From an optimization exercise on the open Yosys and OpenROAD flow, aimed at small area; shortcuts taken in it are not production practice. In this exercise RTL edits were held to simulation tests only and were not proved equivalent to the original.

==> design.v <==
module rgb_to_ycrcb(input clk,
	input [7:0] r,
	input [7:0] g,
	input [7:0] b,
	output [7:0] y,
	output [7:0] cr,
	output [7:0] cb);
reg w1_197;
reg w1_198;
reg w1_199;
reg w1_200;
reg w1_201;
reg w1_202;
reg w1_203;
reg w1_204;
reg w1_205;
reg w1_206;
reg w1_207;
reg w1_208;
reg w1_209;
reg w1_210;
reg w1_211;
reg w1_212;
reg r1_229;
reg r1_230;
reg r1_231;
reg r1_232;
reg r1_233;
reg r1_234;
reg r1_235;
reg r1_236;
reg b1_237;
reg b1_238;
reg b1_239;
reg b1_240;
reg b1_241;
reg b1_242;
reg b1_243;
reg b1_244;
reg y2_302;
reg y2_303;
reg y2_304;
reg y2_305;
reg y2_306;
reg y2_307;
reg y2_308;
reg y2_309;
reg wl2_310;
reg wl2_311;
reg wl2_312;
reg wl2_313;
reg wl2_314;
reg wl2_315;
reg wl2_316;
reg dh2_317;
reg dh2_318;
reg dh2_319;
reg dh2_320;
reg dh2_321;
reg dh2_322;
reg dh2_323;
reg dh2_324;
reg dh2_325;
reg eh2_326;
reg eh2_327;
reg eh2_328;
reg eh2_329;
reg eh2_330;
reg eh2_331;
reg eh2_332;
reg eh2_333;
reg eh2_334;
reg cr3_627;
reg cr3_628;
reg cr3_629;
reg cr3_630;
reg cr3_631;
reg cr3_632;
reg cr3_633;
reg cr3_634;
reg cb3_635;
reg cb3_636;
reg cb3_637;
reg cb3_638;
reg cb3_639;
reg cb3_640;
reg cb3_641;
reg cb3_642;
reg y3_643;
reg y3_644;
reg y3_645;
reg y3_646;
reg y3_647;
reg y3_648;
reg y3_649;
reg y3_650;
wire s1;
wire c2;
wire s3;
wire c4;
wire s5;
wire c6;
wire s7;
wire c8;
wire s9;
wire c10;
wire s11;
wire c12;
wire s13;
wire c14;
wire s15;
wire c16;
wire s17;
wire c18;
wire s19;
wire c20;
wire s21;
wire c22;
wire s23;
wire c24;
wire s25;
wire c26;
wire s27;
wire c28;
wire s29;
wire c30;
wire s31;
wire c32;
wire s33;
wire c34;
wire s35;
wire c36;
wire s37;
wire c38;
wire s39;
wire c40;
wire s41;
wire c42;
wire s43;
wire c44;
wire s45;
wire c46;
wire s47;
wire c48;
wire s49;
wire c50;
wire s51;
wire c52;
wire s53;
wire c54;
wire s55;
wire c56;
wire s57;
wire c58;
wire s59;
wire c60;
wire s61;
wire c62;
wire s63;
wire c64;
wire s65;
wire c66;
wire s67;
wire c68;
wire s69;
wire c70;
wire s71;
wire c72;
wire s73;
wire c74;
wire s75;
wire c76;
wire s77;
wire c78;
wire s79;
wire c80;
wire s81;
wire c82;
wire s83;
wire c84;
wire s85;
wire c86;
wire s87;
wire c88;
wire s89;
wire c90;
wire s91;
wire c92;
wire s93;
wire c94;
wire s95;
wire c96;
wire s97;
wire c98;
wire s99;
wire c100;
wire s101;
wire c102;
wire s103;
wire c104;
wire s105;
wire c106;
wire s107;
wire c108;
wire s109;
wire c110;
wire s111;
wire c112;
wire s113;
wire c114;
wire s115;
wire c116;
wire s117;
wire c118;
wire s119;
wire c120;
wire s121;
wire c122;
wire s123;
wire c124;
wire q125;
wire g126;
wire q127;
wire g128;
wire q129;
wire g130;
wire q131;
wire q132;
wire g133;
wire q134;
wire g135;
wire q136;
wire g137;
wire q138;
wire g139;
wire q140;
wire g141;
wire q142;
wire g143;
wire q144;
wire g145;
wire q146;
wire g147;
wire q148;
wire g149;
wire q150;
wire g151;
wire q152;
wire g153;
wire q154;
wire g155;
wire q156;
wire g157;
wire q158;
wire g159;
wire q160;
wire g161;
wire q162;
wire g163;
wire q164;
wire g165;
wire q166;
wire o167;
wire o168;
wire o169;
wire o170;
wire o171;
wire o172;
wire o173;
wire o174;
wire o175;
wire o176;
wire o177;
wire o178;
wire o179;
wire o180;
wire i181;
wire i182;
wire i183;
wire i184;
wire i185;
wire i186;
wire i187;
wire i188;
wire i189;
wire i190;
wire i191;
wire i192;
wire i193;
wire i194;
wire i195;
wire i196;
wire i213;
wire i214;
wire i215;
wire i216;
wire i217;
wire i218;
wire i219;
wire i220;
wire i221;
wire i222;
wire i223;
wire i224;
wire i225;
wire i226;
wire i227;
wire i228;
wire l245;
wire o246;
wire l247;
wire o248;
wire l249;
wire o250;
wire l251;
wire o252;
wire l253;
wire o254;
wire l255;
wire o256;
wire i257;
wire s258;
wire c259;
wire s260;
wire c261;
wire s262;
wire c263;
wire s264;
wire c265;
wire s266;
wire c267;
wire s268;
wire c269;
wire s270;
wire c271;
wire s272;
wire c273;
wire s274;
wire c275;
wire s276;
wire c277;
wire s278;
wire c279;
wire s280;
wire c281;
wire s282;
wire c283;
wire s284;
wire c285;
wire s286;
wire c287;
wire s288;
wire c289;
wire s290;
wire c291;
wire s292;
wire c293;
wire y294;
wire y295;
wire y296;
wire y297;
wire y298;
wire y299;
wire y300;
wire y301;
wire i335;
wire i336;
wire i337;
wire i338;
wire i339;
wire i340;
wire i341;
wire i342;
wire i343;
wire i344;
wire i345;
wire i346;
wire i347;
wire i348;
wire i349;
wire i350;
wire s351;
wire c352;
wire s353;
wire c354;
wire s355;
wire c356;
wire s357;
wire c358;
wire s359;
wire c360;
wire s361;
wire c362;
wire s363;
wire c364;
wire s365;
wire c366;
wire s367;
wire c368;
wire s369;
wire c370;
wire s371;
wire c372;
wire s373;
wire c374;
wire s375;
wire c376;
wire s377;
wire c378;
wire s379;
wire c380;
wire s381;
wire c382;
wire s383;
wire c384;
wire s385;
wire c386;
wire s387;
wire c388;
wire s389;
wire c390;
wire s391;
wire c392;
wire s393;
wire c394;
wire s395;
wire c396;
wire s397;
wire c398;
wire s399;
wire c400;
wire s401;
wire c402;
wire s403;
wire c404;
wire s405;
wire c406;
wire s407;
wire c408;
wire s409;
wire c410;
wire p411;
wire p412;
wire p413;
wire p414;
wire p415;
wire p416;
wire p417;
wire p418;
wire p419;
wire p420;
wire p421;
wire p422;
wire p423;
wire p424;
wire p425;
wire p426;
wire p427;
wire p428;
wire p429;
wire p430;
wire p431;
wire p432;
wire p433;
wire p434;
wire p435;
wire p436;
wire s437;
wire c438;
wire s439;
wire c440;
wire s441;
wire c442;
wire s443;
wire c444;
wire s445;
wire c446;
wire s447;
wire c448;
wire s449;
wire c450;
wire s451;
wire c452;
wire g453;
wire q454;
wire g455;
wire q456;
wire g457;
wire q458;
wire g459;
wire q460;
wire g461;
wire q462;
wire g463;
wire q464;
wire g465;
wire q466;
wire g467;
wire q468;
wire g469;
wire q470;
wire g471;
wire q472;
wire g473;
wire q474;
wire g475;
wire q476;
wire g477;
wire q478;
wire g479;
wire q480;
wire g481;
wire q482;
wire g483;
wire q484;
wire g485;
wire q486;
wire g487;
wire q488;
wire g489;
wire q490;
wire g491;
wire q492;
wire g493;
wire q494;
wire g495;
wire q496;
wire g497;
wire q498;
wire g499;
wire q500;
wire g501;
wire q502;
wire g503;
wire q504;
wire g505;
wire q506;
wire g507;
wire q508;
wire g509;
wire q510;
wire g511;
wire q512;
wire g513;
wire q514;
wire g515;
wire q516;
wire g517;
wire q518;
wire g519;
wire q520;
wire o521;
wire o522;
wire o523;
wire o524;
wire o525;
wire o526;
wire o527;
wire o528;
wire i529;
wire i530;
wire i531;
wire i532;
wire p533;
wire p534;
wire p535;
wire p536;
wire p537;
wire p538;
wire p539;
wire p540;
wire p541;
wire p542;
wire p543;
wire p544;
wire p545;
wire p546;
wire p547;
wire p548;
wire s549;
wire c550;
wire s551;
wire c552;
wire s553;
wire c554;
wire s555;
wire c556;
wire s557;
wire c558;
wire s559;
wire c560;
wire s561;
wire c562;
wire s563;
wire c564;
wire q565;
wire q566;
wire g567;
wire q568;
wire g569;
wire q570;
wire g571;
wire q572;
wire g573;
wire q574;
wire g575;
wire q576;
wire g577;
wire q578;
wire g579;
wire q580;
wire q581;
wire g582;
wire q583;
wire g584;
wire q585;
wire g586;
wire q587;
wire g588;
wire q589;
wire g590;
wire q591;
wire g592;
wire q593;
wire g594;
wire q595;
wire g596;
wire q597;
wire g598;
wire q599;
wire g600;
wire q601;
wire g602;
wire q603;
wire q604;
wire g605;
wire q606;
wire g607;
wire q608;
wire g609;
wire q610;
wire g611;
wire q612;
wire g613;
wire q614;
wire g615;
wire q616;
wire g617;
wire q618;
wire o619;
wire o620;
wire o621;
wire o622;
wire o623;
wire o624;
wire o625;
wire o626;
add3 u_s1 (.a(r[0]), .b(g[1]), .c(g[0]), .s(s1), .co(c2));
add3 u_s3 (.a(r[1]), .b(r[0]), .c(g[2]), .s(s3), .co(c4));
add3 u_s5 (.a(g[1]), .b(b[1]), .c(c2), .s(s5), .co(c6));
add3 u_s7 (.a(r[2]), .b(r[1]), .c(g[3]), .s(s7), .co(c8));
add3 u_s9 (.a(g[2]), .b(g[0]), .c(b[2]), .s(s9), .co(c10));
add3 u_s11 (.a(c4), .b(s7), .c(s9), .s(s11), .co(c12));
add3 u_s13 (.a(r[3]), .b(r[2]), .c(g[4]), .s(s13), .co(c14));
add3 u_s15 (.a(g[3]), .b(g[1]), .c(b[3]), .s(s15), .co(c16));
add3 u_s17 (.a(b[0]), .b(c8), .c(c10), .s(s17), .co(c18));
add3 u_s19 (.a(s13), .b(s15), .c(c12), .s(s19), .co(c20));
add3 u_s21 (.a(r[4]), .b(r[3]), .c(r[0]), .s(s21), .co(c22));
add3 u_s23 (.a(g[5]), .b(g[4]), .c(g[2]), .s(s23), .co(c24));
add3 u_s25 (.a(b[4]), .b(b[1]), .c(c14), .s(s25), .co(c26));
add3 u_s27 (.a(c16), .b(s21), .c(s23), .s(s27), .co(c28));
add3 u_s29 (.a(c18), .b(s25), .c(s27), .s(s29), .co(c30));
add3 u_s31 (.a(r[5]), .b(r[4]), .c(r[1]), .s(s31), .co(c32));
add3 u_s33 (.a(g[6]), .b(g[5]), .c(g[3]), .s(s33), .co(c34));
add3 u_s35 (.a(g[0]), .b(b[5]), .c(b[2]), .s(s35), .co(c36));
add3 u_s37 (.a(c22), .b(c24), .c(s31), .s(s37), .co(c38));
add3 u_s39 (.a(s33), .b(s35), .c(c26), .s(s39), .co(c40));
add3 u_s41 (.a(c28), .b(s37), .c(s39), .s(s41), .co(c42));
add3 u_s43 (.a(r[6]), .b(r[5]), .c(r[2]), .s(s43), .co(c44));
add3 u_s45 (.a(g[7]), .b(g[6]), .c(g[4]), .s(s45), .co(c46));
add3 u_s47 (.a(g[1]), .b(b[6]), .c(b[3]), .s(s47), .co(c48));
add3 u_s49 (.a(c32), .b(c34), .c(c36), .s(s49), .co(c50));
add3 u_s51 (.a(s43), .b(s45), .c(s47), .s(s51), .co(c52));
add3 u_s53 (.a(c38), .b(s49), .c(s51), .s(s53), .co(c54));
add2 u_s55 (.a(c40), .b(s53), .s(s55), .co(c56));
add3 u_s57 (.a(r[7]), .b(r[6]), .c(r[3]), .s(s57), .co(c58));
add3 u_s59 (.a(g[7]), .b(g[5]), .c(g[2]), .s(s59), .co(c60));
add3 u_s61 (.a(b[7]), .b(b[4]), .c(c44), .s(s61), .co(c62));
add3 u_s63 (.a(c46), .b(c48), .c(s57), .s(s63), .co(c64));
add3 u_s65 (.a(s59), .b(c50), .c(c52), .s(s65), .co(c66));
add3 u_s67 (.a(s61), .b(s63), .c(c54), .s(s67), .co(c68));
add3 u_s69 (.a(s65), .b(c56), .c(s67), .s(s69), .co(c70));
add3 u_s71 (.a(r[7]), .b(r[4]), .c(g[6]), .s(s71), .co(c72));
add3 u_s73 (.a(g[3]), .b(b[5]), .c(c58), .s(s73), .co(c74));
add3 u_s75 (.a(c60), .b(s71), .c(c62), .s(s75), .co(c76));
add3 u_s77 (.a(c64), .b(s73), .c(c66), .s(s77), .co(c78));
add3 u_s79 (.a(s75), .b(c68), .c(s77), .s(s79), .co(c80));
add3 u_s81 (.a(r[5]), .b(g[7]), .c(g[4]), .s(s81), .co(c82));
add3 u_s83 (.a(b[6]), .b(c72), .c(s81), .s(s83), .co(c84));
add3 u_s85 (.a(c74), .b(s83), .c(c76), .s(s85), .co(c86));
add2 u_s87 (.a(c78), .b(s85), .s(s87), .co(c88));
add3 u_s89 (.a(r[6]), .b(g[5]), .c(b[7]), .s(s89), .co(c90));
add3 u_s91 (.a(c82), .b(s89), .c(c84), .s(s91), .co(c92));
add2 u_s93 (.a(s91), .b(c86), .s(s93), .co(c94));
add3 u_s95 (.a(r[7]), .b(g[6]), .c(c90), .s(s95), .co(c96));
add2 u_s97 (.a(s95), .b(c92), .s(s97), .co(c98));
add2 u_s99 (.a(g[7]), .b(c96), .s(s99), .co(c100));
add2 u_s101 (.a(b[0]), .b(s1), .s(s101), .co(c102));
add2 u_s103 (.a(s3), .b(s5), .s(s103), .co(c104));
add2 u_s105 (.a(c6), .b(s11), .s(s105), .co(c106));
add2 u_s107 (.a(s17), .b(s19), .s(s107), .co(c108));
add2 u_s109 (.a(c20), .b(s29), .s(s109), .co(c110));
add2 u_s111 (.a(c30), .b(s41), .s(s111), .co(c112));
add2 u_s113 (.a(c42), .b(s55), .s(s113), .co(c114));
add2 u_s115 (.a(c70), .b(s79), .s(s115), .co(c116));
add2 u_s117 (.a(c80), .b(s87), .s(s117), .co(c118));
add2 u_s119 (.a(c88), .b(s93), .s(s119), .co(c120));
add2 u_s121 (.a(c94), .b(s97), .s(s121), .co(c122));
add2 u_s123 (.a(c98), .b(s99), .s(s123), .co(c124));
assign q125 = s101 & g[0];
assign g126 = c106 | (s105 & c104);
assign q127 = s105 & s103;
assign g128 = c110 | (s109 & c108);
assign q129 = s109 & s107;
assign g130 = c114 | (s113 & c112);
assign q131 = s113 & s111;
assign q132 = s115 & s69;
assign g133 = c120 | (s119 & c118);
assign q134 = s119 & s117;
assign g135 = c124 | (s123 & c122);
assign q136 = s123 & s121;
assign g137 = g126 | (q127 & c102);
assign q138 = q127 & q125;
assign g139 = g130 | (q131 & g128);
assign q140 = q131 & q129;
assign g141 = g133 | (q134 & c116);
assign q142 = q134 & q132;
assign g143 = g139 | (q140 & g137);
assign q144 = q140 & q138;
assign g145 = g141 | (q142 & g143);
assign q146 = q142 & q144;
assign g147 = g128 | (q129 & g137);
assign q148 = q129 & q138;
assign g149 = c116 | (q132 & g143);
assign q150 = q132 & q144;
assign g151 = g135 | (q136 & g145);
assign q152 = q136 & q146;
assign g153 = c104 | (s103 & c102);
assign q154 = s103 & q125;
assign g155 = c108 | (s107 & g137);
assign q156 = s107 & q138;
assign g157 = c112 | (s111 & g147);
assign q158 = s111 & q148;
assign g159 = 1'b0 | (s69 & g143);
assign q160 = s69 & q144;
assign g161 = c118 | (s117 & g149);
assign q162 = s117 & q150;
assign g163 = c122 | (s121 & g145);
assign q164 = s121 & q146;
assign g165 = 1'b0 | (c100 & g151);
assign q166 = c100 & q152;
assign o167 = s103 ^ c102;
assign o168 = s105 ^ g153;
assign o169 = s107 ^ g137;
assign o170 = s109 ^ g155;
assign o171 = s111 ^ g147;
assign o172 = s113 ^ g157;
assign o173 = s69 ^ g143;
assign o174 = s115 ^ g159;
assign o175 = s117 ^ g149;
assign o176 = s119 ^ g161;
assign o177 = s121 ^ g145;
assign o178 = s123 ^ g163;
assign o179 = c100 ^ g151;
assign o180 = 1'b0 ^ g165;
assign i181 = ~g[0];
assign i182 = ~s101;
assign i183 = ~o167;
assign i184 = ~o168;
assign i185 = ~o169;
assign i186 = ~o170;
assign i187 = ~o171;
assign i188 = ~o172;
assign i189 = ~o173;
assign i190 = ~o174;
assign i191 = ~o175;
assign i192 = ~o176;
assign i193 = ~o177;
assign i194 = ~o178;
assign i195 = ~o179;
assign i196 = ~o180;
always @(posedge clk) w1_197 <= i181;
always @(posedge clk) w1_198 <= i182;
always @(posedge clk) w1_199 <= i183;
always @(posedge clk) w1_200 <= i184;
always @(posedge clk) w1_201 <= i185;
always @(posedge clk) w1_202 <= i186;
always @(posedge clk) w1_203 <= i187;
always @(posedge clk) w1_204 <= i188;
always @(posedge clk) w1_205 <= i189;
always @(posedge clk) w1_206 <= i190;
always @(posedge clk) w1_207 <= i191;
always @(posedge clk) w1_208 <= i192;
always @(posedge clk) w1_209 <= i193;
always @(posedge clk) w1_210 <= i194;
always @(posedge clk) w1_211 <= i195;
always @(posedge clk) w1_212 <= i196;
assign i213 = ~w1_197;
assign i214 = ~w1_198;
assign i215 = ~w1_199;
assign i216 = ~w1_200;
assign i217 = ~w1_201;
assign i218 = ~w1_202;
assign i219 = ~w1_203;
assign i220 = ~w1_204;
assign i221 = ~w1_205;
assign i222 = ~w1_206;
assign i223 = ~w1_207;
assign i224 = ~w1_208;
assign i225 = ~w1_209;
assign i226 = ~w1_210;
assign i227 = ~w1_211;
assign i228 = ~w1_212;
always @(posedge clk) r1_229 <= r[0];
always @(posedge clk) r1_230 <= r[1];
always @(posedge clk) r1_231 <= r[2];
always @(posedge clk) r1_232 <= r[3];
always @(posedge clk) r1_233 <= r[4];
always @(posedge clk) r1_234 <= r[5];
always @(posedge clk) r1_235 <= r[6];
always @(posedge clk) r1_236 <= r[7];
always @(posedge clk) b1_237 <= b[0];
always @(posedge clk) b1_238 <= b[1];
always @(posedge clk) b1_239 <= b[2];
always @(posedge clk) b1_240 <= b[3];
always @(posedge clk) b1_241 <= b[4];
always @(posedge clk) b1_242 <= b[5];
always @(posedge clk) b1_243 <= b[6];
always @(posedge clk) b1_244 <= b[7];
assign l245 = i214 ^ i213;
assign o246 = i214 | i213;
assign l247 = i215 ^ o246;
assign o248 = i215 | o246;
assign l249 = i216 ^ o248;
assign o250 = i216 | o248;
assign l251 = i217 ^ o250;
assign o252 = i217 | o250;
assign l253 = i218 ^ o252;
assign o254 = i218 | o252;
assign l255 = i219 ^ o254;
assign o256 = i219 | o254;
assign i257 = ~o256;
add3 u_s258 (.a(r1_229), .b(w1_204), .c(i257), .s(s258), .co(c259));
add3 u_s260 (.a(r1_230), .b(w1_205), .c(c259), .s(s260), .co(c261));
add3 u_s262 (.a(r1_231), .b(w1_206), .c(c261), .s(s262), .co(c263));
add3 u_s264 (.a(r1_232), .b(w1_207), .c(c263), .s(s264), .co(c265));
add3 u_s266 (.a(r1_233), .b(w1_208), .c(c265), .s(s266), .co(c267));
add3 u_s268 (.a(r1_234), .b(w1_209), .c(c267), .s(s268), .co(c269));
add3 u_s270 (.a(r1_235), .b(w1_210), .c(c269), .s(s270), .co(c271));
add3 u_s272 (.a(r1_236), .b(w1_211), .c(c271), .s(s272), .co(c273));
add2 u_s274 (.a(w1_212), .b(c273), .s(s274), .co(c275));
add3 u_s276 (.a(b1_237), .b(w1_204), .c(i257), .s(s276), .co(c277));
add3 u_s278 (.a(b1_238), .b(w1_205), .c(c277), .s(s278), .co(c279));
add3 u_s280 (.a(b1_239), .b(w1_206), .c(c279), .s(s280), .co(c281));
add3 u_s282 (.a(b1_240), .b(w1_207), .c(c281), .s(s282), .co(c283));
add3 u_s284 (.a(b1_241), .b(w1_208), .c(c283), .s(s284), .co(c285));
add3 u_s286 (.a(b1_242), .b(w1_209), .c(c285), .s(s286), .co(c287));
add3 u_s288 (.a(b1_243), .b(w1_210), .c(c287), .s(s288), .co(c289));
add3 u_s290 (.a(b1_244), .b(w1_211), .c(c289), .s(s290), .co(c291));
add2 u_s292 (.a(w1_212), .b(c291), .s(s292), .co(c293));
assign y294 = i220 | i228;
assign y295 = i221 | i228;
assign y296 = i222 | i228;
assign y297 = i223 | i228;
assign y298 = i224 | i228;
assign y299 = i225 | i228;
assign y300 = i226 | i228;
assign y301 = i227 | i228;
always @(posedge clk) y2_302 <= y294;
always @(posedge clk) y2_303 <= y295;
always @(posedge clk) y2_304 <= y296;
always @(posedge clk) y2_305 <= y297;
always @(posedge clk) y2_306 <= y298;
always @(posedge clk) y2_307 <= y299;
always @(posedge clk) y2_308 <= y300;
always @(posedge clk) y2_309 <= y301;
always @(posedge clk) wl2_310 <= i213;
always @(posedge clk) wl2_311 <= l245;
always @(posedge clk) wl2_312 <= l247;
always @(posedge clk) wl2_313 <= l249;
always @(posedge clk) wl2_314 <= l251;
always @(posedge clk) wl2_315 <= l253;
always @(posedge clk) wl2_316 <= l255;
always @(posedge clk) dh2_317 <= s258;
always @(posedge clk) dh2_318 <= s260;
always @(posedge clk) dh2_319 <= s262;
always @(posedge clk) dh2_320 <= s264;
always @(posedge clk) dh2_321 <= s266;
always @(posedge clk) dh2_322 <= s268;
always @(posedge clk) dh2_323 <= s270;
always @(posedge clk) dh2_324 <= s272;
always @(posedge clk) dh2_325 <= s274;
always @(posedge clk) eh2_326 <= s276;
always @(posedge clk) eh2_327 <= s278;
always @(posedge clk) eh2_328 <= s280;
always @(posedge clk) eh2_329 <= s282;
always @(posedge clk) eh2_330 <= s284;
always @(posedge clk) eh2_331 <= s286;
always @(posedge clk) eh2_332 <= s288;
always @(posedge clk) eh2_333 <= s290;
always @(posedge clk) eh2_334 <= s292;
assign i335 = ~dh2_325;
assign i336 = ~wl2_310;
assign i337 = ~wl2_311;
assign i338 = ~wl2_312;
assign i339 = ~wl2_313;
assign i340 = ~wl2_314;
assign i341 = ~wl2_315;
assign i342 = ~wl2_316;
assign i343 = ~dh2_317;
assign i344 = ~dh2_318;
assign i345 = ~dh2_319;
assign i346 = ~dh2_320;
assign i347 = ~dh2_321;
assign i348 = ~dh2_322;
assign i349 = ~dh2_323;
assign i350 = ~dh2_324;
add2 u_s351 (.a(i337), .b(i340), .s(s351), .co(c352));
add3 u_s353 (.a(wl2_310), .b(i338), .c(i341), .s(s353), .co(c354));
add3 u_s355 (.a(wl2_311), .b(i339), .c(i342), .s(s355), .co(c356));
add3 u_s357 (.a(wl2_312), .b(i340), .c(i343), .s(s357), .co(c358));
add3 u_s359 (.a(wl2_313), .b(i341), .c(i344), .s(s359), .co(c360));
add3 u_s361 (.a(wl2_314), .b(i342), .c(i345), .s(s361), .co(c362));
add3 u_s363 (.a(wl2_315), .b(i343), .c(i346), .s(s363), .co(c364));
add3 u_s365 (.a(wl2_316), .b(i344), .c(i347), .s(s365), .co(c366));
add3 u_s367 (.a(dh2_317), .b(i345), .c(i348), .s(s367), .co(c368));
add3 u_s369 (.a(dh2_325), .b(i346), .c(i349), .s(s369), .co(c370));
add3 u_s371 (.a(dh2_318), .b(i347), .c(i350), .s(s371), .co(c372));
add3 u_s373 (.a(dh2_320), .b(dh2_325), .c(dh2_319), .s(s373), .co(c374));
add2 u_s375 (.a(i337), .b(i339), .s(s375), .co(c376));
add2 u_s377 (.a(i338), .b(i340), .s(s377), .co(c378));
add3 u_s379 (.a(wl2_310), .b(i339), .c(i341), .s(s379), .co(c380));
add3 u_s381 (.a(i342), .b(i336), .c(s351), .s(s381), .co(c382));
add3 u_s383 (.a(i343), .b(c352), .c(s353), .s(s383), .co(c384));
add3 u_s385 (.a(i344), .b(c354), .c(s355), .s(s385), .co(c386));
add3 u_s387 (.a(i345), .b(c356), .c(s357), .s(s387), .co(c388));
add3 u_s389 (.a(i346), .b(c358), .c(s359), .s(s389), .co(c390));
add3 u_s391 (.a(i347), .b(c360), .c(s361), .s(s391), .co(c392));
add3 u_s393 (.a(i348), .b(c362), .c(s363), .s(s393), .co(c394));
add3 u_s395 (.a(i349), .b(c364), .c(s365), .s(s395), .co(c396));
add3 u_s397 (.a(i350), .b(c366), .c(s367), .s(s397), .co(c398));
add3 u_s399 (.a(i344), .b(c368), .c(s369), .s(s399), .co(c400));
add3 u_s401 (.a(i345), .b(c370), .c(s371), .s(s401), .co(c402));
add3 u_s403 (.a(i348), .b(s373), .c(c372), .s(s403), .co(c404));
add3 u_s405 (.a(i349), .b(i347), .c(c374), .s(s405), .co(c406));
add3 u_s407 (.a(dh2_321), .b(i350), .c(i348), .s(s407), .co(c408));
add3 u_s409 (.a(dh2_323), .b(dh2_325), .c(dh2_322), .s(s409), .co(c410));
assign p411 = 1'b1 & i336;
assign p412 = 1'b1 | i336;
assign p413 = i338 & wl2_310;
assign p414 = i338 | wl2_310;
assign p415 = s375 & i336;
assign p416 = s375 | i336;
assign p417 = s377 & c376;
assign p418 = s377 | c376;
assign p419 = s379 & c378;
assign p420 = s379 | c378;
assign p421 = s381 & c380;
assign p422 = s381 | c380;
assign p423 = s383 & c382;
assign p424 = s383 | c382;
assign p425 = s385 & c384;
assign p426 = s385 | c384;
assign p427 = s387 & c386;
assign p428 = s387 | c386;
assign p429 = s389 & c388;
assign p430 = s389 | c388;
assign p431 = s391 & c390;
assign p432 = s391 | c390;
assign p433 = s393 & c392;
assign p434 = s393 | c392;
assign p435 = s395 & c394;
assign p436 = s395 | c394;
add2 u_s437 (.a(s397), .b(c396), .s(s437), .co(c438));
add2 u_s439 (.a(s399), .b(c398), .s(s439), .co(c440));
add2 u_s441 (.a(s401), .b(c400), .s(s441), .co(c442));
add2 u_s443 (.a(s403), .b(c402), .s(s443), .co(c444));
add2 u_s445 (.a(s405), .b(c404), .s(s445), .co(c446));
add2 u_s447 (.a(s407), .b(c406), .s(s447), .co(c448));
add2 u_s449 (.a(s409), .b(c408), .s(s449), .co(c450));
add2 u_s451 (.a(dh2_324), .b(c410), .s(s451), .co(c452));
assign g453 = 1'b0 | (i337 & p411);
assign q454 = i337 & p412;
assign g455 = p415 | (p416 & p413);
assign q456 = p416 & p414;
assign g457 = p419 | (p420 & p417);
assign q458 = p420 & p418;
assign g459 = p423 | (p424 & p421);
assign q460 = p424 & p422;
assign g461 = p427 | (p428 & p425);
assign q462 = p428 & p426;
assign g463 = p431 | (p432 & p429);
assign q464 = p432 & p430;
assign g465 = p435 | (p436 & p433);
assign q466 = p436 & p434;
assign g467 = c440 | (s439 & c438);
assign q468 = s439 & s437;
assign g469 = c444 | (s443 & c442);
assign q470 = s443 & s441;
assign g471 = c448 | (s447 & c446);
assign q472 = s447 & s445;
assign g473 = g455 | (q456 & g453);
assign q474 = q456 & q454;
assign g475 = g459 | (q460 & g457);
assign q476 = q460 & q458;
assign g477 = g463 | (q464 & g461);
assign q478 = q464 & q462;
assign g479 = g467 | (q468 & g465);
assign q480 = q468 & q466;
assign g481 = g471 | (q472 & g469);
assign q482 = q472 & q470;
assign g483 = g475 | (q476 & g473);
assign q484 = q476 & q474;
assign g485 = g479 | (q480 & g477);
assign q486 = q480 & q478;
assign g487 = g485 | (q486 & g483);
assign q488 = q486 & q484;
assign g489 = g477 | (q478 & g483);
assign q490 = q478 & q484;
assign g491 = g481 | (q482 & g487);
assign q492 = q482 & q488;
assign g493 = g457 | (q458 & g473);
assign q494 = q458 & q474;
assign g495 = g461 | (q462 & g483);
assign q496 = q462 & q484;
assign g497 = g465 | (q466 & g489);
assign q498 = q466 & q490;
assign g499 = g469 | (q470 & g487);
assign q500 = q470 & q488;
assign g501 = p413 | (p414 & g453);
assign q502 = p414 & q454;
assign g503 = p417 | (p418 & g473);
assign q504 = p418 & q474;
assign g505 = p421 | (p422 & g493);
assign q506 = p422 & q494;
assign g507 = p425 | (p426 & g483);
assign q508 = p426 & q484;
assign g509 = p429 | (p430 & g495);
assign q510 = p430 & q496;
assign g511 = p433 | (p434 & g489);
assign q512 = p434 & q490;
assign g513 = c438 | (s437 & g497);
assign q514 = s437 & q498;
assign g515 = c442 | (s441 & g487);
assign q516 = s441 & q488;
assign g517 = c446 | (s445 & g499);
assign q518 = s445 & q500;
assign g519 = c450 | (s449 & g491);
assign q520 = s449 & q492;
assign o521 = s437 ^ g497;
assign o522 = s439 ^ g513;
assign o523 = s441 ^ g487;
assign o524 = s443 ^ g515;
assign o525 = s445 ^ g499;
assign o526 = s447 ^ g517;
assign o527 = s449 ^ g491;
assign o528 = s451 ^ g519;
assign i529 = ~eh2_334;
assign i530 = ~eh2_331;
assign i531 = ~eh2_332;
assign i532 = ~eh2_333;
assign p533 = wl2_310 & wl2_313;
assign p534 = wl2_310 | wl2_313;
assign p535 = wl2_311 & wl2_314;
assign p536 = wl2_311 | wl2_314;
assign p537 = wl2_312 & wl2_315;
assign p538 = wl2_312 | wl2_315;
assign p539 = wl2_313 & wl2_316;
assign p540 = wl2_313 | wl2_316;
assign p541 = wl2_314 & eh2_326;
assign p542 = wl2_314 | eh2_326;
assign p543 = wl2_315 & eh2_327;
assign p544 = wl2_315 | eh2_327;
assign p545 = wl2_316 & eh2_328;
assign p546 = wl2_316 | eh2_328;
assign p547 = eh2_326 & eh2_329;
assign p548 = eh2_326 | eh2_329;
add2 u_s549 (.a(eh2_327), .b(eh2_330), .s(s549), .co(c550));
add2 u_s551 (.a(eh2_328), .b(eh2_331), .s(s551), .co(c552));
add2 u_s553 (.a(eh2_329), .b(eh2_332), .s(s553), .co(c554));
add2 u_s555 (.a(eh2_330), .b(eh2_333), .s(s555), .co(c556));
add2 u_s557 (.a(i529), .b(i530), .s(s557), .co(c558));
add2 u_s559 (.a(i531), .b(eh2_331), .s(s559), .co(c560));
add2 u_s561 (.a(i532), .b(eh2_332), .s(s561), .co(c562));
add2 u_s563 (.a(eh2_334), .b(eh2_333), .s(s563), .co(c564));
assign q565 = wl2_311 & wl2_310;
assign q566 = p534 & wl2_312;
assign g567 = p537 | (p538 & p535);
assign q568 = p538 & p536;
assign g569 = p541 | (p542 & p539);
assign q570 = p542 & p540;
assign g571 = p545 | (p546 & p543);
assign q572 = p546 & p544;
assign g573 = c550 | (s549 & p547);
assign q574 = s549 & p548;
assign g575 = c554 | (s553 & c552);
assign q576 = s553 & s551;
assign g577 = c558 | (s557 & c556);
assign q578 = s557 & s555;
assign g579 = c562 | (s561 & c560);
assign q580 = s561 & s559;
assign q581 = q566 & q565;
assign g582 = g569 | (q570 & g567);
assign q583 = q570 & q568;
assign g584 = g573 | (q574 & g571);
assign q585 = q574 & q572;
assign g586 = g577 | (q578 & g575);
assign q587 = q578 & q576;
assign g588 = g582 | (q583 & p533);
assign q589 = q583 & q581;
assign g590 = g586 | (q587 & g584);
assign q591 = q587 & q585;
assign g592 = g590 | (q591 & g588);
assign q593 = q591 & q589;
assign g594 = g584 | (q585 & g588);
assign q595 = q585 & q589;
assign g596 = g567 | (q568 & p533);
assign q597 = q568 & q581;
assign g598 = g571 | (q572 & g588);
assign q599 = q572 & q589;
assign g600 = g575 | (q576 & g594);
assign q601 = q576 & q595;
assign g602 = g579 | (q580 & g592);
assign q603 = q580 & q593;
assign q604 = wl2_312 & q565;
assign g605 = p535 | (p536 & p533);
assign q606 = p536 & q581;
assign g607 = p539 | (p540 & g596);
assign q608 = p540 & q597;
assign g609 = p543 | (p544 & g588);
assign q610 = p544 & q589;
assign g611 = p547 | (p548 & g598);
assign q612 = p548 & q599;
assign g613 = c552 | (s551 & g594);
assign q614 = s551 & q595;
assign g615 = c556 | (s555 & g600);
assign q616 = s555 & q601;
assign g617 = c560 | (s559 & g592);
assign q618 = s559 & q593;
assign o619 = s549 ^ g611;
assign o620 = s551 ^ g594;
assign o621 = s553 ^ g613;
assign o622 = s555 ^ g600;
assign o623 = s557 ^ g615;
assign o624 = s559 ^ g592;
assign o625 = s561 ^ g617;
assign o626 = s563 ^ g602;
always @(posedge clk) cr3_627 <= o521;
always @(posedge clk) cr3_628 <= o522;
always @(posedge clk) cr3_629 <= o523;
always @(posedge clk) cr3_630 <= o524;
always @(posedge clk) cr3_631 <= o525;
always @(posedge clk) cr3_632 <= o526;
always @(posedge clk) cr3_633 <= o527;
always @(posedge clk) cr3_634 <= o528;
always @(posedge clk) cb3_635 <= o619;
always @(posedge clk) cb3_636 <= o620;
always @(posedge clk) cb3_637 <= o621;
always @(posedge clk) cb3_638 <= o622;
always @(posedge clk) cb3_639 <= o623;
always @(posedge clk) cb3_640 <= o624;
always @(posedge clk) cb3_641 <= o625;
always @(posedge clk) cb3_642 <= o626;
always @(posedge clk) y3_643 <= y2_302;
always @(posedge clk) y3_644 <= y2_303;
always @(posedge clk) y3_645 <= y2_304;
always @(posedge clk) y3_646 <= y2_305;
always @(posedge clk) y3_647 <= y2_306;
always @(posedge clk) y3_648 <= y2_307;
always @(posedge clk) y3_649 <= y2_308;
always @(posedge clk) y3_650 <= y2_309;
assign y = {y3_650, y3_649, y3_648, y3_647, y3_646, y3_645, y3_644, y3_643};
assign cr = {cr3_634, cr3_633, cr3_632, cr3_631, cr3_630, cr3_629, cr3_628, cr3_627};
assign cb = {cb3_642, cb3_641, cb3_640, cb3_639, cb3_638, cb3_637, cb3_636, cb3_635};
endmodule
module add3(input a, input b, input c, output s, output co);
assign s = a ^ b ^ c;
assign co = (a & b) | (a & c) | (b & c);
endmodule
module add2c(input a, input b, output s, output co);
assign s = ~(a ^ b);
assign co = a | b;
endmodule
module add2(input a, input b, output s, output co);
assign s = a ^ b;
assign co = a & b;
endmodule
==> flow/run.sh <==
#!/bin/bash
bash standard.sh "BUFFER_PORTS_ARGS=-buffer_cell sky130_fd_sc_hd__buf_1" \
  "CTS_ARGS=-sink_clustering_enable -repair_clock_nets -dont_use_dummy_load -root_buf sky130_fd_sc_hd__clkbuf_8 -buf_list sky130_fd_sc_hd__clkbuf_4 -sink_clustering_size 20" \
  finish > standard.log 2>&1
==> standard.sh <==
#!/bin/bash
# synth_recipe.tcl (not shown) runs the flow's synth.tcl, then flattens the netlist and writes it again
# the make line also repeats each setting of config.mk as NAME=value (left out here)
make -C /OpenROAD-flow-scripts/flow DESIGN_CONFIG=/design/flow/config.mk WORK_HOME=/design/flow/orfs CLKGATE_MAP_FILE= SYNTH_SCRIPT=/design/flow/synth_recipe.tcl "${@:-finish}"
==> config.mk <==
export PLATFORM = sky130hd
export DESIGN_NAME = rgb_to_ycrcb
export DESIGN_NICKNAME = rgb_to_ycrcb
export VERILOG_FILES = /design/flow/design.v
export SDC_FILE = /design/flow/constraint.sdc
export NUM_CORES = 4
export LEC_CHECK = 0
export CAP_MARGIN = 20
export CORE_MARGIN = 2
export CORE_UTILIZATION = 70
export PLACE_DENSITY = 0.8
export SLEW_MARGIN = 20
export SYNTH_HIERARCHICAL = 1
export SYNTH_MINIMUM_KEEP_SIZE = 0
==> constraint.sdc <==
create_clock -name core_clock -period 5.0 [get_ports {clk}]
set_input_delay 1.0000 -clock core_clock [delete_from_list [all_inputs] [get_ports {clk}]]
set_output_delay 1.0000 -clock core_clock [all_outputs]
set_load 0.01 [all_outputs]
==> impl_metrics.env, run 1 <==
export IMPL_period_minus_slack_ns=4.88
export IMPL_final_util_pct=77.8
export IMPL_period_share_pct=97.6
export IMPL_track_usage_pct=26.8
export IMPL_dr_pass1_iters=4
export IMPL_holdWs_ns=0.322
export IMPL_cap_violations=0
export IMPL_core_area_mm2=0.00733
export IMPL_cts_root_buf="clkbuf_8"
export IMPL_gr_total_overflow=0
export IMPL_dp_hpwl_um=8270
export IMPL_final_setup_skew_ns=0.0256
export IMPL_drive_gt1_share_pct=7.17
export IMPL_clkLatencyLatePin_ns=0.36
export IMPL_finalInstanceArea_mm2=0.00570
export IMPL_pre_cts_slack_ns=-0.0610
export IMPL_syn_cell_area_mm2=0.00536
export IMPL_final_max_slew_viol_count=0
export IMPL_post_cts_resized=4
export IMPL_die_x_um=91.5
export IMPL_synth_nets=589
export IMPL_htreeDepth=3
export IMPL_io_buffers=48
export IMPL_via_count=3144
export IMPL_setup_viol=0
export IMPL_start_kind="register"
export IMPL_place_gp_congestion=0.889
export IMPL_max_freq_mhz=205
export IMPL_initial_core_util_pct=73.1
export IMPL_required_ns=5.25
export IMPL_fin_nets=633
export IMPL_antenna_found_initial=0
export IMPL_via_per_inst=5.62
export IMPL_synth_avg_cell_area_um2=12.8
export IMPL_drtIter0Drc=124
export IMPL_dieArea_mm2=0.00837
export IMPL_hold_path_class="reg2reg"
export IMPL_n_antenna_cell=0
export IMPL_drt_wl_total_um=9930
export IMPL_worst_path_max_fanout=2
export IMPL_hold_viol_final=0
export IMPL_die_h_um=91.5
export IMPL_synth_warning_count=7
export IMPL_n_fill_cell=435
export IMPL_cts_tree="done"
export IMPL_end_kind="register"
export IMPL_synthFlopType="dfxtp_1"
export IMPL_postSynthCellCount=418
export IMPL_cp_data_arrival_time_ns=5.13
export IMPL_worst_slack_ns=0.122
export IMPL_clk_pin_slew_ns=0.09
export IMPL_drc=0
export IMPL_cts_buffers=9
export IMPL_status="complete, no violations"
export IMPL_wl_per_cell_um=17.8
export IMPL_synthArstFlopShare_pct=0
export IMPL_placed_cell_area_mm2=0.00556
export IMPL_io_pins=49
export IMPL_ys_ff_latch=89
export IMPL_grt_max_degree=17
export IMPL_grt_pass1_wl_um=16800
export IMPL_path_class="reg2reg"
export IMPL_relSlewSlack_pct=63.5
export IMPL_ys_seq_area_share_pct=33.2
export IMPL_synth_edff_count=0
export IMPL_grt_setup_unrepaired="false"
export IMPL_fin_cells=559
export IMPL_dp_cells=550
export IMPL_tightest_slew_ns=0.543
export IMPL_cts_hold_buf=0
export IMPL_cts_num_sinks=89
export IMPL_cts_path_max_buffers=2
export IMPL_rows=31
export IMPL_synth_cell_type_count=42
export IMPL_ant_nets=0
export IMPL_grt_pass1_vias=3532
export IMPL_syn_to_final_growth_pct=6.37
export IMPL_cts_setup_buffers=0
[path summary, 6_finish.rpt]
path	start	endpoint	slack (ns)	cells past startpoint
min reg2reg	y2_304	y3_645	0.32	0
min	y2_304	y3_645	0.32	0
max reg2reg	w1_197	eh2_334	0.12	15
max	w1_197	eh2_334	0.12	15
[cell type report]
type	instances	area (µm²)	area share, %
repair buffers	58	255	4.48
flip-flops and latches	89	1780	31.2
well taps	99	124	2.17
inverters	32	120	2.11
clock buffers	9	124	2.17
multi-input cells	272	3300	57.8
[Yosys stat by module, one instance, submodules excluded]
module | cells inside | copies in the design
rgb_to_ycrcb | 292 | 1
add3 | 1 | 88
add2 | 1 | 38
[kinds of logic after synthesis]
family	Yosys count	share of synthesized area, %
adder cells (fa/ha/maj)	147	46.6
flip-flops	89	33.2
AO/OA/AOI/OAI	59	7.96
buffers and inverters	57	5.67
AND/OR/NAND/NOR	51	4.06
XOR/XNOR	15	2.45
[cell usage after synthesis (all sizes together) (2+ instances only)]
cell type | number | area, µm²
dfxtp | 89 | 1780
fa | 88 | 1760
ha | 58 | 726
inv | 32 | 120
nor2 | 25 | 96.4
buf | 24 | 180
nand2 | 15 | 56.3
a21oi | 12 | 60.1
a21o | 9 | 67.6
xnor2 | 9 | 78.8
o21ai | 8 | 40.0
xor2 | 6 | 52.6
o211ai | 5 | 37.5
a31oi | 3 | 18.8
nor3 | 3 | 15.0
o31ai | 3 | 22.5
a22o | 2 | 17.5
a22oi | 2 | 15.0
nand2b | 2 | 12.5
o211a | 2 | 20.0
o221ai | 2 | 17.5
o22ai | 2 | 12.5
or2 | 2 | 12.5
[metrics by stage]
step	setup TNS, ns
2_1_floorplan	0
3_3_place_gp	0
3_5_place_dp	-0.0784
4_1_cts	0
5_1_grt	0
6_report	0
[metal layers]
metal / global-route usage (%) / wire, µm
met4: 14.6 / 345
met1: 30.9 / 3920
met2: 47.4 / 5300
met5: 0 / 0
met3: 4.32 / 354
[layout by cell type, fill, tap and decap left out, drive strengths merged, types with 2 or more instances in the layout]
master  instances
a22o            2
o211ai          5
xor2            6
inv            32
nor3            3
o21ai           8
fa             88
or2             2
nand2b          2
clkbuf          9
nand2          15
buf            58
dfxtp          89
a31oi           3
o221ai          2
ha             58
a21o            9
o22ai           2
o31ai           3
o211a           2
nor2           25
a21oi          12
xnor2           9
a22oi           2
[critical path: stages, from the launching register on]
cell     delay [ns]
dfxtp_1        0.32
ha_1           0.20
ha_1           0.21
ha_1           0.20
ha_1           0.20
ha_1           0.21
ha_2           0.20
fa_1           0.38
fa_2           0.35
fa_2           0.35
fa_2           0.37
fa_2           0.35
fa_1           0.38
fa_1           0.39
fa_1           0.38
ha_1           0.28
==> run 2, diff against run 1 <==
==> flow/run.sh (replaced) <==
#!/bin/bash
bash standard.sh "BUFFER_PORTS_ARGS=-buffer_cell sky130_fd_sc_hd__buf_1" \
  "CTS_ARGS=-sink_clustering_enable -repair_clock_nets -dont_use_dummy_load -buf_list {sky130_fd_sc_hd__clkbuf_4 sky130_fd_sc_hd__clkbuf_8} -sink_clustering_size 20" \
  finish > standard.log 2>&1
==> impl_metrics.env, run 2 <==
export IMPL_status="complete, no violations"
export IMPL_placed_cell_area_mm2=0.00556
export IMPL_cts_path_max_buffers=2
export IMPL_finalInstanceArea_mm2=0.00570
export IMPL_cts_root_buf="clkbuf_8"
export IMPL_fin_nets=633
export IMPL_final_util_pct=77.8
export IMPL_wl_per_cell_um=17.8
export IMPL_netlist_area_leader_share_pct=33.2
export IMPL_io_pins=49
export IMPL_grt_setup_unrepaired="false"
export IMPL_yosysTopAreaCell="dfxtp_1"
export IMPL_tightest_slew_ns=0.543
export IMPL_crit_start="w1_197"
export IMPL_final_common_cell="dfxtp_1"
export IMPL_antenna_found_initial=0
export IMPL_wl_met1_um=3920
export IMPL_clk_pin_slew_ns=0.09
export IMPL_cp_data_arrival_time_ns=5.13
export IMPL_final_max_slew_viol_count=0
export IMPL_grt_pass1_vias=3532
export IMPL_synthTopCellsByArea="dfxtp_1, fa_1, ha_1"
export IMPL_drt_wl_total_um=9930
export IMPL_dr_pass1_iters=4
export IMPL_dr_wl_met3_um=354
export IMPL_dp_hpwl_um=8270
export IMPL_ys_ff_latch=89
export IMPL_met2_length_um=5300
export IMPL_endpoint="eh2_334"
export IMPL_r2r_start="w1_197"
export IMPL_top_layer_used="met4"
export IMPL_worst_slack_ns=0.122
export IMPL_critPathTopFamily="adder cells"
export IMPL_track_usage_pct=26.8
export IMPL_relSlewSlack_pct=63.5
export IMPL_required_ns=5.25
export IMPL_slowest_stage="fa_1"
export IMPL_via_count=3144
export IMPL_worst_r2r_setup_slack_ns=0.12
export IMPL_cts_hold_buf=0
export IMPL_synth_most_common_cell="dfxtp_1"
export IMPL_syn_cell_area_mm2=0.00536
export IMPL_cts_num_sinks=89
export IMPL_ys_seq_area_share_pct=33.2
export IMPL_synthFlopType="dfxtp_1"
export IMPL_io_buffers=48
export IMPL_dieArea_mm2=0.00837
export IMPL_period_minus_slack_ns=4.88
export IMPL_crit_buf_inv=0
export IMPL_worst_path_stages=15
export IMPL_cap_violations=0
export IMPL_syn_to_final_growth_pct=6.37
export IMPL_r2r_cells=15
export IMPL_fin_cells=559
export IMPL_synthMuxAreaShare_pct=0
export IMPL_yosys_area_share_simple_pct=4.06
export IMPL_end_kind="register"
export IMPL_synth_top_family_by_area="adder cells"
export IMPL_path_common_cell="ha_1"
export IMPL_worst_path_max_fanout=2
export IMPL_n_fill_cell=435
export IMPL_post_cts_resized=4
export IMPL_place_gp_congestion=0.889
export IMPL_cts_tree="done"
export IMPL_n_antenna_cell=0
export IMPL_clkLatencyLatePin_ns=0.36
export IMPL_synthArstFlopShare_pct=0
export IMPL_synth_warning_count=7
export IMPL_cts_buffers=9
export IMPL_pre_cts_slack_ns=-0.0610
export IMPL_cp_cell_sequence="ha_1, ha_1, ha_1, ha_1, ha_1, ha_2, fa_1, fa_2, fa_2, fa_2, fa_2, fa_1, fa_1, fa_1, ha_1"
export IMPL_die_x_um=91.5
export IMPL_grt_max_degree=17
export IMPL_fin_setup_tns_ns=0
export IMPL_drtIter0Drc=124
export IMPL_final_setup_skew_ns=0.0256
export IMPL_start_kind="register"
export IMPL_cts_setup_buffers=0
export IMPL_yosys_top_cells_count="dfxtp_1, fa_1, ha_1, inv_1"
export IMPL_final_cell_mix="dfxtp_1, fa_1, ha_1, buf_1, inv_1"
export IMPL_synth_fa_ha_area_share_pct=46.6
export IMPL_setup_viol=0
export IMPL_synth_nets=589
export IMPL_synth_cell_type_count=42
export IMPL_via_per_inst=5.62
export IMPL_hold_viol_final=0
export IMPL_synth_compound_area_share_pct=7.96
export IMPL_dp_cells=550
export IMPL_max_freq_mhz=205
export IMPL_path_class="reg2reg"
export IMPL_period_share_pct=97.6
export IMPL_core_area_mm2=0.00733
export IMPL_r2r_end="eh2_334"
export IMPL_drc=0
export IMPL_rows=31
export IMPL_postSynthCellCount=418
export IMPL_ant_nets=0
export IMPL_die_h_um=91.5
export IMPL_synth_xor_xnor_area_share_pct=2.45
export IMPL_synth_edff_count=0
export IMPL_gr_total_overflow=0
export IMPL_initial_core_util_pct=73.1
export IMPL_slowest_delay_ns=0.39
export IMPL_synth_avg_cell_area_um2=12.8
export IMPL_grt_pass1_wl_um=16800
export IMPL_htreeDepth=3
export IMPL_drive_gt1_share_pct=7.17
export IMPL_hold_path_class="reg2reg"
-- run 2: logic make-up after synthesis --
group	after synthesis
AOI/OAI and AO/OA	59
buffers and inverters	57
DFF	89
xor gates and xnor gates	15
and+or+nand+nor	51
adders and majority gates	147
-- run 2: through the flow --
step / hold slack (ns)
floorplan: 0.310
global route: 0.327
CTS: 0.324
global placement: 0.310
finish: 0.322
detailed placement: 0.312
-- run 2: worst register-to-register path, cell delays in order (launching register included) --
cell	delay, ns
dfxtp_1	0.32
ha_1	0.20
ha_1	0.21
ha_1	0.21
ha_1	0.20
ha_1	0.21
ha_2	0.20
fa_1	0.39
fa_2	0.35
fa_2	0.35
fa_2	0.37
fa_2	0.35
fa_1	0.38
fa_1	0.39
fa_1	0.38
ha_1	0.28
-- run 2: final cells by class --
class | count | area (µm²) | share of cell area, %
Sequential cell | 89 | 1780 | 31.2
Timing Repair Buffer | 58 | 255 | 4.48
Clock buffer | 9 | 124 | 2.17
Inverter | 32 | 120 | 2.11
Multi-Input combinational cell | 272 | 3300 | 57.8
Tap cell | 99 | 124 | 2.17
-- run 2: worst min-delay path by stage --
stage                     startpoint     end  slack [ns]  depth (start not counted)
after floorplan               y2_302  y3_643        0.31                          0
after CTS                     y2_304  y3_645        0.32                          0
after detailed placement      y2_302  y3_643        0.31                          0
after global placement        y2_309  y3_650        0.31                          0
final                         y2_304  y3_645        0.32                          0
after global routing          y2_304  y3_645        0.33                          0
-- run 2: layer usage --
layer | vias to the layer above | global-route usage, %
met5 | - | 0
met4 | 0 | 14.6
met3 | 32 | 4.32
met2 | 95 | 47.4
met1 | 1572 | 30.9
li1 | 1445 | -
-- run 2: per-module statistics from Yosys, one instance, submodules excluded --
| module | flops+latches | cells | copies in the design |
|---|---|---|---|
| add3 | 0 | 1 | 88 |
| add2 | 0 | 1 | 38 |
| rgb_to_ycrcb | 89 | 292 | 1 |
==> run 3, diff against run 2 <==
--- a/config.mk
+++ b/config.mk
@@ -9,4 +9,4 @@
 export CORE_MARGIN = 2
-export CORE_UTILIZATION = 70
-export PLACE_DENSITY = 0.8
+export CORE_UTILIZATION = 80
+export PLACE_DENSITY = 0.9
 export SLEW_MARGIN = 20
==> impl_metrics.env, run 3 <==
export IMPL_hold_viol_final=0
export IMPL_finalInstanceArea_mm2=0.00569
export IMPL_netlist_area_leader_share_pct=33.2
export IMPL_io_pins=49
export IMPL_fin_nets=633
export IMPL_synth_most_common_cell="dfxtp_1"
export IMPL_placed_cell_area_mm2=0.00553
export IMPL_grt_setup_unrepaired="false"
export IMPL_yosys_top_cells_count="dfxtp_1, fa_1, ha_1, inv_1"
export IMPL_final_common_cell="dfxtp_1"
export IMPL_die_h_um=85.9
export IMPL_track_usage_pct=37.8
export IMPL_yosysTopAreaCell="dfxtp_1"
export IMPL_via_per_inst=6.49
export IMPL_dr_pass1_iters=21
export IMPL_drt_wl_total_um=12900
export IMPL_clkLatencyLatePin_ns=0.35
export IMPL_period_share_pct=98.5
export IMPL_path_class="reg2reg"
export IMPL_n_antenna_cell=0
export IMPL_synth_cell_type_count=42
export IMPL_required_ns=5.23
export IMPL_slowest_delay_ns=0.40
export IMPL_grt_max_degree=15
export IMPL_dp_hpwl_um=9460
export IMPL_syn_to_final_growth_pct=6.19
export IMPL_place_gp_congestion=0.905
export IMPL_critPathTopFamily="adder cells"
export IMPL_drc=0
export IMPL_dieArea_mm2=0.00737
export IMPL_synth_warning_count=7
export IMPL_crit_start="w1_197"
export IMPL_initial_core_util_pct=83.5
export IMPL_synthTopCellsByArea="dfxtp_1, fa_1, ha_1"
export IMPL_synthArstFlopShare_pct=0
export IMPL_cts_root_buf="clkbuf_8"
export IMPL_worst_slack_ns=0.0754
export IMPL_min_delay_start="y2_302"
export IMPL_slowest_stage="fa_1"
export IMPL_final_max_slew_viol_count=0
export IMPL_final_cell_mix="dfxtp_1, fa_1, ha_1, buf_1, inv_1"
export IMPL_synth_nets=589
export IMPL_gr_total_overflow=0
export IMPL_dp_cells=528
export IMPL_grt_pass1_vias=3965
export IMPL_core_area_mm2=0.00642
export IMPL_cts_buffers=9
export IMPL_relSlewSlack_pct=60.4
export IMPL_worst_path_max_fanout=2
export IMPL_r2r_start="w1_197"
export IMPL_cts_hold_buf=0
export IMPL_htreeDepth=3
export IMPL_cts_path_max_buffers=2
export IMPL_fin_cells=537
export IMPL_grt_pass1_wl_um=20100
export IMPL_synth_edff_count=0
export IMPL_cap_violations=0
export IMPL_clk_pin_slew_ns=0.08
export IMPL_cp_cell_sequence="ha_1, ha_1, ha_1, ha_1, ha_2, ha_2, fa_1, fa_2, fa_1, fa_2, fa_2, fa_2, fa_2, fa_2, ha_1"
export IMPL_ys_seq_area_share_pct=33.2
export IMPL_period_minus_slack_ns=4.92
export IMPL_rows=29
export IMPL_ant_nets=0
export IMPL_final_setup_skew_ns=0.0179
export IMPL_cts_tree="done"
export IMPL_status="complete, no violations"
export IMPL_antenna_found_initial=0
export IMPL_drtIter0Drc=264
export IMPL_wl_per_cell_um=24.0
export IMPL_max_freq_mhz=203
export IMPL_crit_buf_inv=0
export IMPL_syn_cell_area_mm2=0.00536
export IMPL_die_x_um=85.9
export IMPL_via_count=3484
export IMPL_end_kind="register"
export IMPL_ys_ff_latch=89
export IMPL_cts_num_sinks=89
export IMPL_synth_avg_cell_area_um2=12.8
export IMPL_tightest_slew_ns=0.589
export IMPL_pre_cts_slack_ns=-0.265
export IMPL_drive_gt1_share_pct=9.13
export IMPL_fin_setup_tns_ns=0
export IMPL_start_kind="register"
export IMPL_setup_viol=0
export IMPL_hold_path_class="reg2reg"
export IMPL_postSynthCellCount=418
export IMPL_io_buffers=48
export IMPL_cp_data_arrival_time_ns=5.16
export IMPL_cts_setup_buffers=0
export IMPL_path_common_cell="fa_2"
export IMPL_synthFlopType="dfxtp_1"
-- run 3: cell count changes in the layout (fill, tap and decap cells not counted) --
cell / before / now
fa_2: 8 / 12
ha_2: 1 / 2
buf_1: 48 / 44
fa_1: 80 / 76
clkbuf_2: 0 / 4
ha_1: 57 / 56
-- run 3: cell type report --
class / count / area, µm²
clock buffer: 9 / 124
timing repair buffer: 58 / 260
fill: 257 / 731
inverter: 32 / 120
sequential: 89 / 1780
tap: 77 / 96.3
multi-input combinational: 272 / 3310
-- run 3: metrics by stage --
step	hold WS [ns]	util [%]
floorplan	0.310	-
global placement	0.310	86.1
detailed placement	0.313	86.1
CTS	0.330	88.3
global route	0.340	88.6
finish	0.329	88.6
-- run 3: kinds of logic (layout without fill, tap and decap cells) --
kind of cell    after synthesis  after routing  synth area share, %
flops                        89             89                 33.2
compound gates               59             59                 7.96
fa+ha+maj                   147            147                 46.6
xor+xnor                     15             15                 2.45
buf+inv                      57             99                 5.67
simple gates                 51             51                 4.06
-- run 3: path summary, 6_finish.rpt --
kind	cells past startpoint	slack (ns)	to
max reg2reg	15	0.08	dh2_325
max	15	0.08	dh2_325
min	0	0.33	y3_643
min reg2reg	0	0.33	y3_643
-- run 3: repair_timing --
item,in CTS,in global routing
cloned,0,0
pin swaps,0,0
gates resized for setup,8,10
endpoints found under the setup margin,2,4
-- run 3: per-layer routing --
metal	wire, µm	GRT usage (%)
met2	6790	68.3
met5	0	0
met3	780	7.31
met1	4600	42.9
met4	732	18.9
-- run 3: modules after synthesis (local to each module, per instance) --
| module | cells inside | area, µm² | flops+latches | copies in the design |
|---|---|---|---|---|
| rgb_to_ycrcb | 292 | 3120 | 89 | 1 |
| add3 | 1 | 20.0 | 0 | 88 |
| add2 | 1 | 12.5 | 0 | 38 |

[afterwards: timing with drivers on the ports]
No port has a modelled driver above. Below, the same layouts with a new extraction and two added sets of constraints. Step 1 assumes that a clkbuf_16 drives the clock port and a buf_2 every other input. Step 2 times the ports against the registers' clock, not the clock port: input delays grow and output delays shrink by t, the midpoint of the rising clock arrivals with the driver on. Three values: no drivers, after step 1, after step 2; two values: the first two.
run	shift t [ns]	setup slack, ns	latest minus earliest clock arrival (ns)	worst slew at a driven data input, ns	cell pins on the clock port's net
run 1	0.374	0.122 / 0.122 / -0.054	0.027 / 0.027	0.03	1
run 2	0.374	0.122 / 0.122 / -0.054	0.027 / 0.027	0.03	1
run 3	0.373	0.075 / 0.075 / -0.192	0.018 / 0.019	0.04	1
Met with ideal ports but missed after step 2: setup timing in every run listed. The setup slack of run 3, which loses most, moves by 0.000 ns with the drivers and by -0.267 ns with both steps.
